Context: an optimization exercise on an open-source flow, tuned for small area. The choices shown serve that exercise and are no tape-out recipe. Where RTL was checked, it was by simulation tests only, not by an equivalence proof against the original. Power figures rest on the tool's default switching activity, not on a simulated workload.

==> flow/design.v <==
module FPGA_ScoreBoard_TOP(
	input CLK_50MHZ,
	input BTN_WEST,
	input RS232_DCE_RXD,
	output RS232_DCE_TXD,
	output [21:0] NF_A,
	input [7:0] NF_D_I,
	output [7:0] NF_D_O,
	output NF_D_OE,
	output NF_CE, NF_BYTE, NF_OE,
	output reg NF_RP,
	output NF_WE, NF_WP
);
wire clk = CLK_50MHZ;
wire rst = BTN_WEST;
reg [1:0] bc;                  
reg [11:0] acc;
reg tick_rx, tick_tx;
reg [3:0] tdiv;                
wire [12:0] acc_sum = {1'b0, acc} + 13'd151;
always @(posedge clk)
	if (rst) begin acc <= 0; tick_rx <= 0; end
	else begin acc <= acc_sum[11:0]; tick_rx <= ~acc[11] & acc_sum[11]; end
always @(posedge clk)
	if (rst) begin tdiv <= 0; tick_tx <= 0; end
	else begin
		tick_tx <= tick_rx & (tdiv == 4'd7);
		if (tick_rx) tdiv <= tdiv + 1'b1;
	end
reg mdone;
wire mrst = ~mdone;
always @(posedge clk)
	if (rst) mdone <= 0;
	else if (acc == 12'd1943) mdone <= 1;
always @(posedge clk) NF_RP <= rst;
reg rx_s1, rx_s2, m3, r2;
reg [7:0] rc;
reg [7:0] rxdata;              
wire maj = (m3 & r2) | (m3 & rx_s2) | (r2 & rx_s2);
wire rx_idle = (rc == 8'd255);
wire bytedone = ~mrst & tick_rx & (rc == 8'd0);
wire rx_shift = ~mrst & tick_rx & ~rx_idle & (rc[3:0] == 4'd4);
wire r3_hold = ~rx_idle & (rc[3:0] >= 4'd5) & (rc[3:0] <= 4'd10);
always @(posedge clk)
	if (tick_rx) begin
		rx_s1 <= RS232_DCE_RXD; rx_s2 <= rx_s1;
		if (~r3_hold) m3 <= rx_s2;
	end
always @(posedge clk)
	if (mrst) rc <= 8'd255;
	else if (tick_rx) begin
		if (rx_idle) begin if (m3 & ~rx_s2) rc <= 8'd143; end
		else begin
			rc <= rc - 1'b1;
			if (rc[3:0] == 4'd8) r2 <= rx_s2;
		end
	end
always @(posedge clk)
	if (rx_shift & bc != 2'd2) rxdata <= {maj, rxdata[7:1]};
reg [4:0] ps;
reg cmd_q;
reg [7:0] R;                   
reg [3:0] ts;
wire tx_wait = (ts == 4'd12) | (ts == 4'd13);
wire pickup = tick_tx & tx_wait;
always @(posedge clk)
	if (rst) ps <= (ps == 5'd11) ? 5'd12 : 5'd0;
	else if (bytedone) ps <= 5'd1;
	else if (ps == 5'd0) ps <= 5'd0;
	else if (ps <= 5'd3) begin if (tick_rx) ps <= ps + 1'b1; end
	else if (ps == 5'd7 & bc != 2'd2) ps <= 5'd0;
	else if (ps == 5'd30) begin if (mrst | pickup) ps <= 5'd0; end
	else ps <= ps + 1'b1;
always @(posedge clk)
	if (rst) bc <= 0;
	else if (ps == 5'd7) bc <= (bc == 2'd2) ? 2'd0 : bc + 1'b1;
always @(posedge clk)
	if (rst) begin if (ps == 5'd11) cmd_q <= 0; end
	else if (ps == 5'd7 & bc == 2'd0) cmd_q <= rxdata[0];
reg act;                       
always @(posedge clk) act <= (ps >= 5'd13) & (ps <= 5'd22);
always @(posedge clk)
	if (mrst) ts <= 4'd12;
	else if (tick_tx) begin
		if (tx_wait) ts <= (ps == 5'd30) ? 4'd15 : 4'd12;
		else if (ts == 4'd15) ts <= 4'd0;
		else if (ts == 4'd9) ts <= 4'd13;
		else ts <= ts + 1'b1;
	end
assign RS232_DCE_TXD = (ts == 4'd0) ? 1'b0 : (ts == 4'd12 | ts == 4'd15) ? 1'b1 : ~R[0];
always @(posedge clk)
	if (ps == 5'd23 & cmd_q) R <= NF_D_I;
	else if ((rx_shift & bc == 2'd2) | (tick_tx & ts >= 4'd1 & ts <= 4'd7)) R <= {maj, R[7:1]};
assign NF_A[21:8] = 14'd0;
assign NF_A[7:0] = rxdata;
assign NF_D_O = R;
assign NF_CE = ~act;
assign NF_OE = ~(act & cmd_q);
assign NF_WE = ~(act & ~cmd_q);
assign NF_D_OE = act & ~cmd_q;
assign NF_BYTE = 1'b0;
assign NF_WP = 1'b0;
endmodule
Settings: LEC_CHECK=0, CAP_MARGIN=20, CORE_MARGIN=2, CORE_UTILIZATION=40, SLEW_MARGIN=20; clock period 20.0 ns.
standard.sh (not shown) runs the stock make flow with config.mk's settings and CLKGATE_MAP_FILE= SYNTH_SCRIPT=/design/flow/synth_recipe.tcl, a recipe that flattens the netlist after the stock synthesis.
==> flow/flow/run.sh <==
#!/bin/bash
# Layout flow: the standard flow (standard.sh) with three synthesis/placement settings changed:
#  - adders are left to ABC instead of being mapped to half/full-adder cells (ADDER_MAP_FILE empty),
#  - ABC maps with Yosys's default area-oriented script instead of ORFS's speed script,
#  - ports are buffered with sky130_fd_sc_hd__buf_1.
# The synthesis script is synth_recipe.tcl with only its source line pointed at the edited copy of
# ORFS's synth.tcl, so synth still runs with -nofsm -noshare and the netlist is flattened and
# renamed as synth_recipe.tcl does. Each tool's output goes to the logs ORFS writes under orfs/logs;
# make's own output goes to flow_make.log.
set -euo pipefail
W=$(pwd)
sed 's|log_cmd abc {\*}\$abc_args|abc {*}[lrange $abc_args 2 end-2]|' \
  "$FLOW_HOME/scripts/synth.tcl" > "$W/flow_synth.tcl"
grep -q 'abc {\*}\[lrange \$abc_args 2 end-2\]' "$W/flow_synth.tcl"
sed "s|source \$::env(SCRIPTS_DIR)/synth.tcl|source $W/flow_synth.tcl|" \
  "$W/synth_recipe.tcl" > "$W/flow_synth_recipe.tcl"
grep -q "source $W/flow_synth.tcl" "$W/flow_synth_recipe.tcl"
sed "s|SYNTH_SCRIPT=[^ ]*|SYNTH_SCRIPT=$W/flow_synth_recipe.tcl|" "$W/standard.sh" > "$W/flow_standard.sh"
grep -q "SYNTH_SCRIPT=$W/flow_synth_recipe.tcl" "$W/flow_standard.sh"
bash "$W/flow_standard.sh" ADDER_MAP_FILE= SKIP_REPAIR_TIE_FANOUT=1 "BUFFER_PORTS_ARGS=-buffer_cell sky130_fd_sc_hd__buf_1" finish \
  "CTS_ARGS=-sink_clustering_enable -repair_clock_nets -dont_use_dummy_load -buf_list sky130_fd_sc_hd__clkbuf_4 -sink_clustering_size 20" > "$W/flow_make.log" 2>&1
Next try:
--- a/flow/design.v
+++ b/flow/design.v
@@ -61,27 +61,27 @@
 reg cmd_q;
 reg [7:0] R;                   
 reg [3:0] ts;
 wire tx_wait = (ts == 4'd12) | (ts == 4'd13);
 wire pickup = tick_tx & tx_wait;
 always @(posedge clk)
-	if (rst) ps <= (ps == 5'd11) ? 5'd12 : 5'd0;
+	if (rst) ps <= (ps == 5'd11) ? 5'd12 : (ps >= 5'd13 & ps <= 5'd22) ? 5'd31 : 5'd0;
 	else if (bytedone) ps <= 5'd1;
 	else if (ps == 5'd0) ps <= 5'd0;
 	else if (ps <= 5'd3) begin if (tick_rx) ps <= ps + 1'b1; end
 	else if (ps == 5'd7 & bc != 2'd2) ps <= 5'd0;
 	else if (ps == 5'd30) begin if (mrst | pickup) ps <= 5'd0; end
+	else if (ps == 5'd31) ps <= 5'd0;
 	else ps <= ps + 1'b1;
 always @(posedge clk)
 	if (rst) bc <= 0;
 	else if (ps == 5'd7) bc <= (bc == 2'd2) ? 2'd0 : bc + 1'b1;
 always @(posedge clk)
 	if (rst) begin if (ps == 5'd11) cmd_q <= 0; end
 	else if (ps == 5'd7 & bc == 2'd0) cmd_q <= rxdata[0];
-reg act;                       
-always @(posedge clk) act <= (ps >= 5'd13) & (ps <= 5'd22);
+wire act = (ps >= 5'd14 & ps <= 5'd23) | (ps == 5'd31);
 always @(posedge clk)
 	if (mrst) ts <= 4'd12;
 	else if (tick_tx) begin
 		if (tx_wait) ts <= (ps == 5'd30) ? 4'd15 : 4'd12;
 		else if (ts == 4'd15) ts <= 4'd0;
 		else if (ts == 4'd9) ts <= 4'd13;
The new run finished clean.
Clock-buffer cell count stays the same.
Hold slack gets worse by 0.026 ns.
Via count climbs by about 1.4%.
Final cell count does not change.
Maximum frequency falls by 4.8%.
Global-route usage rose by 0.21 points.
Wire length is higher by about 3.2%.
Clock skew decreases by 0.0053 ns.
Total power grows by 0.86%.
Setup slack loses 0.27 ns.
No functional check of the RTL was part of the first run of this note.

FPGA_ScoreBoard_TOP, a different RTL version from the one above (not shown whole).
Size in the first run: about 49 I/O pins, about 2600 um2 of cells after synthesis.
==> module FPGA_ScoreBoard_TOP, before the edit <==
module FPGA_ScoreBoard_TOP(
	input CLK_50MHZ,
	input BTN_WEST,
	input RS232_DCE_RXD,
	output RS232_DCE_TXD,
	output [21:0] NF_A,
	input [7:0] NF_D_I,
	output [7:0] NF_D_O,
	output NF_D_OE,
	output NF_CE, NF_BYTE, NF_OE,
	output reg NF_RP,
	output NF_WE, NF_WP
);
wire clk = CLK_50MHZ;
wire rst = BTN_WEST;
reg [1:0] bc;                  
wire bc0 = ~bc[1] & ~bc[0];
wire bc2 = bc[1];
reg [11:0] acc;
reg tick_rx, tick_tx;
reg [3:0] tdiv;                
wire [12:0] acc_sum = {1'b0, acc} + 13'd151;
always @(posedge clk)
	if (rst) begin acc <= 0; tick_rx <= 0; end
	else begin acc <= acc_sum[11:0]; tick_rx <= ~acc[11] & acc_sum[11]; end
always @(posedge clk)
	if (rst) begin tdiv <= 0; tick_tx <= 0; end
	else begin
		tick_tx <= tick_rx & (tdiv == 4'd7);
		if (tick_rx) tdiv <= tdiv + 1'b1;
	end
reg mdone;
wire mrst = ~mdone;
always @(posedge clk)
	if (rst) mdone <= 0;
	else if ({acc[10], acc[7], acc[5], acc[4], acc[2], acc[1]} == 6'b110111) mdone <= 1;
always @(posedge clk) NF_RP <= rst;
reg rx_s1, rx_s2, m3, r2;
reg [7:0] rc;
reg [7:0] rxdata;              
wire maj = (m3 & r2) | (m3 & rx_s2) | (r2 & rx_s2);
wire rx_idle = rc[7] & rc[6];    
wire bytedone = ~mrst & tick_rx & (rc == 8'd0);
wire rx_shift = ~mrst & tick_rx & (rc[3:0] == 4'd4);
wire r3_hold = (rc[3:0] >= 4'd5) & (rc[3:0] <= 4'd10);
always @(posedge clk)
	if (tick_rx) begin
		rx_s1 <= RS232_DCE_RXD; rx_s2 <= rx_s1;
		if (~r3_hold) m3 <= rx_s2;
	end
always @(posedge clk)
	if (mrst) rc <= 8'd255;
	else if (tick_rx) begin
		if (rx_idle) begin if (m3 & ~rx_s2) rc <= 8'd143; end
		else rc <= rc - 1'b1;
		if (rc[3:0] == 4'd8) r2 <= rx_s2;
	end
always @(posedge clk)
	if (rx_shift & ~bc2) rxdata <= {maj, rxdata[7:1]};
localparam [5:0] WAIT = 6'd12, PEND = 6'd15;
reg [5:0] S;
reg cmd_q;
reg [7:0] R;                   
wire seq = S[5];
wire [4:0] ps = S[4:0];
wire [3:0] ts = S[3:0];
always @(posedge clk)
	if (seq) begin
		if (rst) S <= (ps == 5'd11) ? {1'b1, 5'd12} : (ps >= 5'd13 & ps <= 5'd22) ? {1'b1, 5'd31} : WAIT;
		else if (ps[4:2] == 3'd0) begin if (tick_rx) S <= S + 1'b1; end    
		else if (ps == 5'd30) begin if (mrst) S <= WAIT; else if (tick_tx) S <= PEND; end
		else if (ps == 5'd31) S <= WAIT;
		else S <= S + 1'b1;
	end else begin
		if (mrst) S <= WAIT;
		else if (bytedone & bc2 & ~rst) S <= {1'b1, 5'd1};
		else if (tick_tx) begin
			if (ts[3] & ts[2] & ~ts[1]) S <= WAIT;           
			else if (ts[3] & ts[1]) S <= 6'd0;                
			else if (ts[3] & ts[0]) S <= 6'd13;               
			else S <= S + 1'b1;
		end
	end
always @(posedge clk)
	if (rst) bc <= 0;
	else if (bytedone) bc <= {bc[0], bc0};
always @(posedge clk)
	if (rst) begin if (seq & ps == 5'd11) cmd_q <= 0; end
	else if (bytedone & bc0) cmd_q <= rxdata[0];
wire act = seq & ((ps >= 5'd14 & ps <= 5'd23) | (ps == 5'd31));
assign RS232_DCE_TXD = seq ? 1'b1 : (ts == 4'd0) ? 1'b0 : (ts[3] & ts[2] & (ts[1] | ~ts[0])) ? 1'b1 : ~R[0];
always @(posedge clk)
	if (seq & ps == 5'd23 & cmd_q) R <= NF_D_I;
	else if ((rx_shift & bc2) | (~seq & tick_tx & ~ts[3] & (ts[2:0] != 3'd0))) R <= {maj, R[7:1]};
assign NF_A[21:8] = 14'd0;
assign NF_A[7:0] = rxdata;
assign NF_D_O = R;
assign NF_CE = ~act;
assign NF_OE = ~(act & cmd_q);
assign NF_WE = ~(act & ~cmd_q);
assign NF_D_OE = act & ~cmd_q;
assign NF_BYTE = 1'b0;
assign NF_WP = 1'b0;
endmodule
Settings: LEC_CHECK=0, CAP_MARGIN=20, CORE_MARGIN=2, CORE_UTILIZATION=40, SLEW_MARGIN=20; clock period 20.0 ns.
==> flow/flow/run.sh <==
#!/bin/bash
# Layout flow: the standard flow (standard.sh) with these settings changed:
#  - synthesis: adders are left to ABC instead of being mapped to half/full-adder cells
#    (ADDER_MAP_FILE empty), and ABC maps with Yosys's default area script, given only the
#    liberty file and don't-use list (flow/abc_args.tcl) instead of ORFS's speed script;
#  - ports are buffered with sky130_fd_sc_hd__buf_1;
#  - the constant outputs share the one tie cell synthesis makes (SKIP_REPAIR_TIE_FANOUT);
#  - CTS builds its tree from sky130_fd_sc_hd__clkbuf_4 without dummy loads;
#  - after global routing, repair_timing downsizes gates off the critical paths (RECOVER_POWER).
# The synthesis script is synth_recipe.tcl with only its source line pointed at the edited copy of
# ORFS's synth.tcl, so synth still runs with -nofsm -noshare and the netlist is flattened and
# renamed as synth_recipe.tcl does. Each tool's output goes to the logs ORFS writes under
# orfs/logs; make's own output goes to flow_make.log.
set -euo pipefail
W=$(pwd)
{ cat "$W/flow/abc_args.tcl"
  sed 's|log_cmd abc {\*}\$abc_args|log_cmd abc {*}[flow_abc_args $abc_args]|' "$FLOW_HOME/scripts/synth.tcl"
} > "$W/flow_synth.tcl"
grep -q 'log_cmd abc {\*}\[flow_abc_args \$abc_args\]' "$W/flow_synth.tcl"
sed "s|source \$::env(SCRIPTS_DIR)/synth.tcl|source $W/flow_synth.tcl|" \
  "$W/synth_recipe.tcl" > "$W/flow_synth_recipe.tcl"
grep -q "source $W/flow_synth.tcl" "$W/flow_synth_recipe.tcl"
sed "s|SYNTH_SCRIPT=[^ ]*|SYNTH_SCRIPT=$W/flow_synth_recipe.tcl|" "$W/standard.sh" > "$W/flow_standard.sh"
grep -q "SYNTH_SCRIPT=$W/flow_synth_recipe.tcl" "$W/flow_standard.sh"
bash "$W/flow_standard.sh" ADDER_MAP_FILE= SKIP_REPAIR_TIE_FANOUT=1 RECOVER_POWER=100 \
  "BUFFER_PORTS_ARGS=-buffer_cell sky130_fd_sc_hd__buf_1" \
  "CTS_ARGS=-sink_clustering_enable -repair_clock_nets -dont_use_dummy_load -buf_list sky130_fd_sc_hd__clkbuf_4 -sink_clustering_size 20" \
  finish > "$W/flow_make.log" 2>&1
==> flow/flow/abc_args.tcl <==
# The arguments of ORFS's abc call without its -script, -constr and -D options: Yosys's default
# ABC script then maps for area with the liberty file and don't-use list alone.
proc flow_abc_args { args_in } {
  set out {}
  set skip 0
  foreach a $args_in {
    if { $skip } {
      set skip 0
      continue
    }
    if { $a in {-script -constr -D} } {
      set skip 1
      continue
    }
    lappend out $a
  }
  return $out
}
Edit:
--- a/flow/design.v
+++ b/flow/design.v
@@ -39,23 +39,25 @@
 reg [7:0] rc;
 reg [7:0] rxdata;              
 wire maj = (m3 & r2) | (m3 & rx_s2) | (r2 & rx_s2);
 wire rx_idle = rc[7] & rc[6];    
 wire bytedone = ~mrst & tick_rx & (rc == 8'd0);
-wire rx_shift = ~mrst & tick_rx & (rc[3:0] == 4'd4);
-wire r3_hold = (rc[3:0] >= 4'd5) & (rc[3:0] <= 4'd10);
+wire rx_shift = ~mrst & tick_rx & ~rx_idle & (rc[3:0] == 4'd4);
+wire r3_hold = ~rx_idle & (rc[3:0] >= 4'd5) & (rc[3:0] <= 4'd10);
 always @(posedge clk)
 	if (tick_rx) begin
 		rx_s1 <= RS232_DCE_RXD; rx_s2 <= rx_s1;
 		if (~r3_hold) m3 <= rx_s2;
 	end
 always @(posedge clk)
 	if (mrst) rc <= 8'd255;
 	else if (tick_rx) begin
 		if (rx_idle) begin if (m3 & ~rx_s2) rc <= 8'd143; end
-		else rc <= rc - 1'b1;
-		if (rc[3:0] == 4'd8) r2 <= rx_s2;
+		else begin
+			rc <= rc - 1'b1;
+			if (rc[3:0] == 4'd8) r2 <= rx_s2;
+		end
 	end
 always @(posedge clk)
 	if (rx_shift & ~bc2) rxdata <= {maj, rxdata[7:1]};
 localparam [5:0] WAIT = 6'd12, PEND = 6'd15;
 reg [5:0] S;
@@ -65,35 +67,35 @@
 wire [4:0] ps = S[4:0];
 wire [3:0] ts = S[3:0];
 always @(posedge clk)
 	if (seq) begin
 		if (rst) S <= (ps == 5'd11) ? {1'b1, 5'd12} : (ps >= 5'd13 & ps <= 5'd22) ? {1'b1, 5'd31} : WAIT;
-		else if (ps[4:2] == 3'd0) begin if (tick_rx) S <= S + 1'b1; end    
+		else if (ps <= 5'd3) begin if (tick_rx) S <= S + 1'b1; end
 		else if (ps == 5'd30) begin if (mrst) S <= WAIT; else if (tick_tx) S <= PEND; end
 		else if (ps == 5'd31) S <= WAIT;
 		else S <= S + 1'b1;
 	end else begin
 		if (mrst) S <= WAIT;
 		else if (bytedone & bc2 & ~rst) S <= {1'b1, 5'd1};
 		else if (tick_tx) begin
-			if (ts[3] & ts[2] & ~ts[1]) S <= WAIT;           
-			else if (ts[3] & ts[1]) S <= 6'd0;                
-			else if (ts[3] & ts[0]) S <= 6'd13;               
+			if (ts == 4'd12 | ts == 4'd13) S <= WAIT;
+			else if (ts == 4'd15) S <= 6'd0;
+			else if (ts == 4'd9) S <= 6'd13;
 			else S <= S + 1'b1;
 		end
 	end
 always @(posedge clk)
 	if (rst) bc <= 0;
 	else if (bytedone) bc <= {bc[0], bc0};
 always @(posedge clk)
 	if (rst) begin if (seq & ps == 5'd11) cmd_q <= 0; end
 	else if (bytedone & bc0) cmd_q <= rxdata[0];
 wire act = seq & ((ps >= 5'd14 & ps <= 5'd23) | (ps == 5'd31));
-assign RS232_DCE_TXD = seq ? 1'b1 : (ts == 4'd0) ? 1'b0 : (ts[3] & ts[2] & (ts[1] | ~ts[0])) ? 1'b1 : ~R[0];
+assign RS232_DCE_TXD = seq ? 1'b1 : (ts == 4'd0) ? 1'b0 : (ts == 4'd12 | ts == 4'd15) ? 1'b1 : ~R[0];
 always @(posedge clk)
 	if (seq & ps == 5'd23 & cmd_q) R <= NF_D_I;
-	else if ((rx_shift & bc2) | (~seq & tick_tx & ~ts[3] & (ts[2:0] != 3'd0))) R <= {maj, R[7:1]};
+	else if ((rx_shift & bc2) | (~seq & tick_tx & ts >= 4'd1 & ts <= 4'd7)) R <= {maj, R[7:1]};
 assign NF_A[21:8] = 14'd0;
 assign NF_A[7:0] = rxdata;
 assign NF_D_O = R;
 assign NF_CE = ~act;
 assign NF_OE = ~(act & cmd_q);
The changed run completed with no timing, DRC or antenna violations.
Total power shrinks by about 0.9%.
Cell count went down by 3.0%.
Core utilization increases by 0.23 points.
Routed wire length goes down by 6.2%.
Die area shrinks by about 0.3%.
Design area barely changes.
Hold slack stays flat.
Via count came out lower by 4.4%.
Worst setup slack is better by 0.41 ns.
Only the layout flow was run in the first run of this note; the RTL was not checked for function there.

## afterwards: timing with drivers on the ports
How much do the figures lean on ideal ports? The routed layouts below were timed once more, with nothing changed but the port constraints. Step 1 sets driving cells, clkbuf_16 on the clock port and buf_2 on the other inputs (assumed; they add their load-dependent delay and slew). Step 2, shift: input delay + t, output delay - t, t = (earliest + latest rising clock arrival at the registers) / 2. This alone moves slack from input paths to output paths. Slacks: ideal ports / drivers / drivers and shift; pairs: ideal ports / drivers.
run	t, ns	slack for setup (ns)	clock arrival spread, ns	worst slew at a driven data input, ns
the first run of note 1	0.406	14.596 / 14.571 / 14.684	0.034 / 0.035	0.03
the second run of note 1	0.400	14.322 / 14.295 / 14.695	0.031 / 0.030	0.03
the first run of note 2	0.413	13.798 / 13.774 / 13.531	0.023 / 0.023	0.03
the second run of note 2	0.402	14.207 / 14.181 / 13.882	0.028 / 0.028	0.04
After both steps every run listed still meets setup and hold. For the second run of note 2, which loses most, drivers alone change the setup slack by -0.026 ns; drivers and shift together by -0.325 ns.
